From an optimization exercise on the open Yosys and OpenROAD flow, aimed at small area; shortcuts taken in it are not production practice. The RTL was checked by simulation tests, not by an equivalence proof against the original design. No activity file was given, so power comes from the tool's default toggle rates.

$ cat flow/constraint.sdc
create_clock -name core_clock -period 10.0 [get_ports {clk}]
set_input_delay 2.0000 -clock core_clock [delete_from_list [all_inputs] [get_ports {clk}]]
set_output_delay 2.0000 -clock core_clock [all_outputs]
set_load 0.01 [all_outputs]
$ cat flow/config.mk
export PLATFORM = sky130hd
export DESIGN_NAME = mic_array_cic
export DESIGN_NICKNAME = mic_array_cic
export VERILOG_FILES = /design/flow/design.v
export SDC_FILE = /design/flow/constraint.sdc
export NUM_CORES = 4
export LEC_CHECK = 0
export CAP_MARGIN = 20
export CORE_MARGIN = 2
export CORE_UTILIZATION = 40
export SLEW_MARGIN = 20
$ cat flow/design.v
module cic_filter (
	clk,
	in_data,
	load,
	c0, c3, c03,
	c1, c2, c12,
	out_data);
	input		clk;
	input		in_data;		 
	input		load;			 
	input	[9:0]	c0, c3, c03;
	input	[11:0]	c1, c2, c12;
	output	[15:0]	out_data;
	reg [42:0] dl;
	reg [16:0] acc;
	wire b0 = dl[0], b1 = dl[14], b2 = dl[28], b3 = dl[42];
	wire [9:0]  a = ({10{b0 & ~b3}} & c0) | ({10{~b0 & b3}} & c3) | ({10{b0 & b3}} & c03);
	wire [11:0] b = ({12{b1 & ~b2}} & c1) | ({12{~b1 & b2}} & c2) | ({12{b1 & b2}} & c12);
	wire [16:0] p  = load ? 17'd0 : acc;
	wire [16:0] na = ~{7'd0, a};
	wire [16:0] nb = ~{5'd0, b};
	wire [16:0] s  = p ^ na ^ nb;
	wire [16:0] cy = (p & na) | (p & nb) | (na & nb);
	wire [16:0] q  = {cy[15:0], 1'b1};
	wire [17:0] c;
	wire [16:0] sum;
	assign c[0] = 1'b1;
	genvar i;
	generate
		for (i = 0; i < 17; i = i + 1) begin : rc
			assign sum[i]   = s[i] ^ q[i] ^ c[i];
			assign c[i+1] = (s[i] & q[i]) | (s[i] & c[i]) | (q[i] & c[i]);
		end
	endgenerate
	always @(posedge clk) begin
		dl  <= {dl[41:0], in_data};
		acc <= sum;
	end
	assign out_data = acc[16:1];
endmodule
module mic_cicfilter_connection (ph, v, c0, c3, c03, c1, c2, c12);
	input  [3:0]  ph;
	input  [3:0]  v;
	output [9:0]  c0, c3, c03;
	output [11:0] c1, c2, c12;
	reg [10:0] h0, h1, h2, h3;
	always @(*) begin
		case (ph)
		4'd0: begin h0 = 11'd560; h1 = 11'd1820; h2 = 11'd364; h3 = 11'd0; end
		4'd1: begin h0 = 11'd455; h1 = 11'd1834; h2 = 11'd455; h3 = 11'd0; end
		4'd2: begin h0 = 11'd364; h1 = 11'd1820; h2 = 11'd560; h3 = 11'd0; end
		4'd3: begin h0 = 11'd286; h1 = 11'd1781; h2 = 11'd676; h3 = 11'd1; end
		4'd4: begin h0 = 11'd220; h1 = 11'd1720; h2 = 11'd800; h3 = 11'd4; end
		4'd5: begin h0 = 11'd165; h1 = 11'd1640; h2 = 11'd929; h3 = 11'd10; end
		4'd6: begin h0 = 11'd120; h1 = 11'd1544; h2 = 11'd1060; h3 = 11'd20; end
		4'd7: begin h0 = 11'd84; h1 = 11'd1435; h2 = 11'd1190; h3 = 11'd35; end
		4'd8: begin h0 = 11'd56; h1 = 11'd1316; h2 = 11'd1316; h3 = 11'd56; end
		4'd9: begin h0 = 11'd35; h1 = 11'd1190; h2 = 11'd1435; h3 = 11'd84; end
		4'd10: begin h0 = 11'd20; h1 = 11'd1060; h2 = 11'd1544; h3 = 11'd120; end
		4'd11: begin h0 = 11'd10; h1 = 11'd929; h2 = 11'd1640; h3 = 11'd165; end
		4'd12: begin h0 = 11'd4; h1 = 11'd800; h2 = 11'd1720; h3 = 11'd220; end
		4'd13: begin h0 = 11'd1; h1 = 11'd676; h2 = 11'd1781; h3 = 11'd286; end
		default: begin h0 = 11'd0; h1 = 11'd0; h2 = 11'd0; h3 = 11'd0; end
		endcase
	end
	wire [10:0] e0 = v[0] ? h0 : 11'd0;
	wire [10:0] e1 = v[1] ? h1 : 11'd0;
	wire [10:0] e2 = v[2] ? h2 : 11'd0;
	wire [10:0] e3 = v[3] ? h3 : 11'd0;
	wire [11:0] s03 = e0 + e3;
	wire [11:0] s12 = e1 + e2;
	assign c0  = e0[9:0];
	assign c3  = e3[9:0];
	assign c03 = s03[9:0];
	assign c1  = {1'b0, e1};
	assign c2  = {1'b0, e2};
	assign c12 = s12;
endmodule
module mic_array_cic(clk, rst_n, pdm_in, filter_out, out_valid);
	input clk;
	input rst_n;			 
	input [15:0] pdm_in;
	output [255:0] filter_out;
	output out_valid;
	reg [3:0] ph;			 
	reg       first;		 
	reg [3:1] vm;			 
	reg       vld;
	always @(posedge clk) begin
		if (!rst_n) begin
			ph    <= 4'd13;
			first <= 1'b1;
			vm    <= 3'd0;
			vld   <= 1'b0;
		end
		else begin
			ph    <= (ph == 4'd13) ? 4'd0 : ph + 4'd1;
			first <= 1'b0;
			if (ph == 4'd13 && !first)
				vm <= {vm[2:1], 1'b1};
			vld   <= (ph == 4'd13);
		end
	end
	assign out_valid = vld;
	wire load = first | (ph == 4'd0);
	wire [9:0]  c0, c3, c03;
	wire [11:0] c1, c2, c12;
	mic_cicfilter_connection coef(.ph(ph), .v({vm, ~first}),
		.c0(c0), .c3(c3), .c03(c03), .c1(c1), .c2(c2), .c12(c12));
	genvar g;
	generate
		for (g = 0; g < 16; g = g + 1) begin : ch
			cic_filter f(.clk(clk), .in_data(pdm_in[g]), .load(load),
				.c0(c0), .c3(c3), .c03(c03), .c1(c1), .c2(c2), .c12(c12),
				.out_data(filter_out[16*g +: 16]));
		end
	endgenerate
endmodule
$ cat flow/run.sh
#!/bin/bash
# synth_recipe.tcl (not shown) runs the flow's synth.tcl, then flattens the netlist and writes it again
# the make line also repeats each setting of config.mk as NAME=value (left out here)
make -C /OpenROAD-flow-scripts/flow DESIGN_CONFIG=/design/flow/config.mk WORK_HOME=/design/flow/orfs CLKGATE_MAP_FILE= SYNTH_SCRIPT=/design/flow/synth_recipe.tcl finish
==> run notes <==
==> registers in the layout, summed over array words and instances, names as in the netlist <==
name      count
ch.f.dl     688
ph            4
vm            3
ch.f.acc    272
vld           1
first         1
==> path summary, 6_finish.rpt <==
kind                  from               end  cells past startpoint
max reg2reg          ph[0]  ch[11].f.acc[16]                     33
max                  ph[0]  ch[11].f.acc[16]                     33
min          ch[3].f.dl[5]     ch[3].f.dl[6]                      0
min reg2reg  ch[3].f.dl[5]     ch[3].f.dl[6]                      0
==> power breakdown <==
group | switching [mW] | total (mW) | internal [mW]
logic | 2.78 | 5.03 | 2.25
clock network | 1.59 | 3.69 | 2.09
registers | 0.503 | 5.12 | 4.62
total | 4.88 | 13.8 | 8.96
==> worst max-delay path: cells and delay by family (launching register included) <==
family                   cells  cell delay [ns]
AO/OA/AOI/OAI                2             0.36
XOR/XNOR                     1             0.11
adder cells (fa/ha/maj)     20             7.07
buffers and inverters        8             0.79
flip-flops                   1             0.63
multiplexers                 1             0.11
AND/OR/NAND/NOR              1             0.26
==> cells by family (layout without fill, tap and decap cells) <==
kind of cell / after synthesis / in the layout / synth area share
DFF: 969 / 969 / 0.467
and+or+nand+nor: 884 / 884 / 0.103
buffers and inverters: 800 / 859 / 0.101
AOI/OAI and AO/OA: 634 / 634 / 0.115
adders and majority gates: 468 / 468 / 0.202
muxes: 29 / 29 / 0.00729
xor gates and xnor gates: 24 / 24 / 0.00524
==> layout make-up <==
cell class / instances / area, µm² / area share
repair buffers: 362 / 3420 / 0.0724
flip-flops and latches: 969 / 19400 / 0.411
multi-input cells: 2039 / 18100 / 0.384
well taps: 1380 / 1730 / 0.0366
inverters: 323 / 1210 / 0.0257
clock buffers: 126 / 2660 / 0.0565
clock inverters: 48 / 611 / 0.0129
==> layer usage <==
layer	up-vias	routed length, µm
met1	13100	50600
met5	-	26
met4	2	6670
met2	1517	50900
li1	12200	-
met3	370	14400
==> Yosys cell counts, types with 3 or more instances <==
cell / n / share of area
sky130_fd_sc_hd__a211o_1: 4 / 0.00084
sky130_fd_sc_hd__a211oi_1: 4 / 0.00072
sky130_fd_sc_hd__a21o_1: 25 / 0.0045
sky130_fd_sc_hd__a21oi_1: 55 / 0.0066
sky130_fd_sc_hd__a21oi_2: 8 / 0.0017
sky130_fd_sc_hd__a221o_1: 30 / 0.0072
sky130_fd_sc_hd__a221oi_1: 77 / 0.016
sky130_fd_sc_hd__a221oi_2: 17 / 0.0061
sky130_fd_sc_hd__a22oi_1: 111 / 0.020
sky130_fd_sc_hd__a31oi_1: 17 / 0.0026
sky130_fd_sc_hd__and2_1: 194 / 0.029
sky130_fd_sc_hd__buf_1: 31 / 0.0028
sky130_fd_sc_hd__buf_2: 59 / 0.0071
sky130_fd_sc_hd__buf_4: 265 / 0.048
sky130_fd_sc_hd__buf_6: 14 / 0.0038
sky130_fd_sc_hd__clkbuf_1: 107 / 0.0097
sky130_fd_sc_hd__dfxtp_1: 969 / 0.47
sky130_fd_sc_hd__fa_1: 338 / 0.16
sky130_fd_sc_hd__ha_1: 130 / 0.039
sky130_fd_sc_hd__inv_1: 319 / 0.029
sky130_fd_sc_hd__inv_2: 3 / 0.00027
sky130_fd_sc_hd__mux2_2: 6 / 0.0016
sky130_fd_sc_hd__mux2i_1: 22 / 0.0053
sky130_fd_sc_hd__nand2_1: 325 / 0.029
sky130_fd_sc_hd__nand2b_1: 56 / 0.0084
sky130_fd_sc_hd__nand3_1: 9 / 0.0011
sky130_fd_sc_hd__nand3b_1: 3 / 0.00054
sky130_fd_sc_hd__nor2_1: 186 / 0.017
sky130_fd_sc_hd__nor2_2: 3 / 0.00045
sky130_fd_sc_hd__nor2b_1: 88 / 0.013
sky130_fd_sc_hd__nor3_1: 4 / 0.00048
sky130_fd_sc_hd__nor3b_1: 3 / 0.00054
sky130_fd_sc_hd__o211ai_1: 20 / 0.0036
sky130_fd_sc_hd__o21a_1: 6 / 0.0011
sky130_fd_sc_hd__o21ai_0: 135 / 0.016
sky130_fd_sc_hd__o21ai_1: 16 / 0.0019
sky130_fd_sc_hd__o221ai_1: 47 / 0.0099
sky130_fd_sc_hd__o22ai_1: 18 / 0.0027
sky130_fd_sc_hd__o31ai_1: 6 / 0.0011
sky130_fd_sc_hd__o31ai_2: 10 / 0.0030
sky130_fd_sc_hd__xnor2_1: 20 / 0.0042
sky130_fd_sc_hd__xor2_1: 3 / 0.00063
==> run notes <==
- The top cell types in the final layout, fill and taps aside, are sky130_fd_sc_hd__dfxtp_1, sky130_fd_sc_hd__fa_1, sky130_fd_sc_hd__nand2_1, sky130_fd_sc_hd__inv_1, sky130_fd_sc_hd__clkdlybuf4s50_1.
- At the later pin of the worst-skew pair, clock insertion delay measures 0.70 ns.
- For this design, the CTS-stage hold fixing added 0 buffers.
- The per-instance average area after synthesis is 10.9 µm².
- Entering global routing, the biggest net connects 91 pins.
- Headroom to the max-slew limit came out at 0.248.
- The total core area is 103000 µm².
- The master cell of the clock root buffer is sky130_fd_sc_hd__clkbuf_16.
- The post-route cell area is 47200 µm².
- The detailed-route vias per instance is 5.17.
- The I/O pin count is 275.
- The die covers 106000 µm².
- The count of buffers added on input and output ports is 274.
- The number of filler instances in the final layout is 9502.
- In this design, the stage delay of the slowest critical-path cell is 0.63 ns.
- The count of vias placed by the detailed router is 27100.
- The worst-path maximum fanout is 13.
- Relative to the synthesized area, the layout overhead comes to 13.5%.
- The number of cells produced by synthesis is 3808.
- For the pin with the worst max-slew slack, the measured transition is 1.12 ns.
- CTS built an H-tree with a depth of 3.
- The post-layout net count is 4276.
- For this run, global-route usage on met2 was measured as 0.331.
- After layout, the design draws a total of 13.8 mW.
- For this block, the initial DRC count from the detailed router was 2651.
- The run finished with no timing, DRC or antenna violations.
- The horizontal die dimension is 326 µm.
- Synthesis instantiated 79 different standard cells from the library.
- In the synthesized netlist the dominant register cell turns out to be sky130_fd_sc_hd__dfxtp_1.
- The total leakage power is 19.4 nW.
- The cell area that synthesis handed to floorplanning was 41500 µm².
- The clock skew after layout is 0.0363 ns.
- At the worst endpoint, the arrival time is 10.04 ns.
- The count of instances resized after the clock tree is built is 0.
- The number of warning messages in the yosys log is 3.
- The critical path is of the flip-flop to flip-flop type.
- The worst-case setup margin in the final layout is 0.589 ns.
- The final-report hold violation count is 0.
- The setup fix buffers added after clock tree synthesis is 0.
- The total CTS buffers is 95.
- The number of antenna violations at the first check in global routing is 6.
- The count of final max-slew check failures came to 0.
- The worst-case IR drop observed on VDD is 0.197 mV.
- For this configuration, the core starts out at a cell density of 0.402.
- Counting I/O delays and the setup requirement, the final critical path takes 9.41 ns.
- The type of the worst min-delay path is flip-flop to flip-flop.
- The setup-violating endpoint count in the final report is 0.
- The routing usage on met1 is 0.304.
- The via count of the first global-routing pass is 26200.
- The DRC violations left is 0.
- The maximum operating frequency is 106 MHz.
- The power per cell area is 293 nW/µm².
- Max-cap violations in this run came to 0.
- STA classifies the critical path startpoint as a flip-flop.
- The worst slack at placement is 0.554 ns.
- TritonCTS built the clock tree.
- The congestion estimate from routability-driven global placement came to 0.940.
- In this run, synthesis produced a sequential element count of 969.
- The most frequent standard cell in the layout excluding fill and tap cells is sky130_fd_sc_hd__dfxtp_1.
- The post-route clock period utilization is 0.941.
- After detailed routing, the total wire length is 123000 µm.
- The tightest hold path in the finished design has a slack of 0.305 ns.
- The fraction of layout cells with a size suffix above 1 is 0.0874.
- The clock net in this run drives a total of 969 sinks.
- The final instance count without filler cells is 5247.
- The number of standard-cell rows in the floorplan is 118.
- The global-route track usage on met3 is 0.0809.
- The sum of negative setup slack is 0 ns.
- The critical path capture point type is a flip-flop.
- The core occupancy in the finished layout is 0.457.
- The deepest clock path buffer count is 3.
- Once placement finished, the instance area stood at 43900 µm².
- The number of antenna diodes in the final layout is 0.
- In this run, synthesis inferred 0 flip-flops with an integrated enable.
- After clock tree synthesis, the clock-pin slew on the worst setup and hold paths is 0.07 ns.
- The fraction of the yosys area taken by sequential cells is 0.467.
- Summed over all nets, the half-perimeter wirelength after detailed placement is 83700 µm.
- After global routing, the most crowded layer is met2.
- The count of nets left with antenna violations once routing finished came out at 0.
- The first-pass iteration count of the detailed router is 7.
- The first global-routing pass estimated 177000 µm of wire.
- STA puts the critical path data required time at 10.63 ns.
- In the synthesized netlist the async set-or-reset flop fraction comes to 0.
- Setup slack on the worst reg-to-reg path comes out at 0.59 ns.
- Counting every net in the synthesized netlist gives 4294.
- The worst-path cell with the longest stage delay is sky130_fd_sc_hd__dfxtp_1.
- The mean routed wirelength per cell is 23.4 µm.
- Counting stages on the worst path, the most repeated cell is sky130_fd_sc_hd__fa_1.
- The cell total after placement is 5073.
- The die is 326 µm tall.
- Setup repair after global routing left no endpoint under its margin.
- The residual overflow from global routing is 0.
- The global routing usage summed across all routing layers is 0.229.

afterwards: timing with drivers on the ports:
Ports are ideal in the flow. The routed layout listed here was re-timed in OpenROAD.
Step 1 sets driving cells, clkbuf_16 on the clock port and buf_2 on the other inputs (assumed; they add their load-dependent delay and slew).
Step 2 adds t to the input delays and takes it off the output delays; t is the mean of the earliest and latest rising clock arrival at the registers after step 1. Input paths then give back, and output paths get back, about the clock's delay inside the block.
Three values: no drivers, after step 1, after step 2; two values: the first two.
t, ns: 0.750
setup WS [ns]: 0.589 / 0.589 / 0.589
worst data-port slew with drivers (ns): 0.11
After both steps this run still meets setup and hold. For this run, drivers alone change the setup slack by 0.000 ns; drivers and shift together by 0.000 ns.
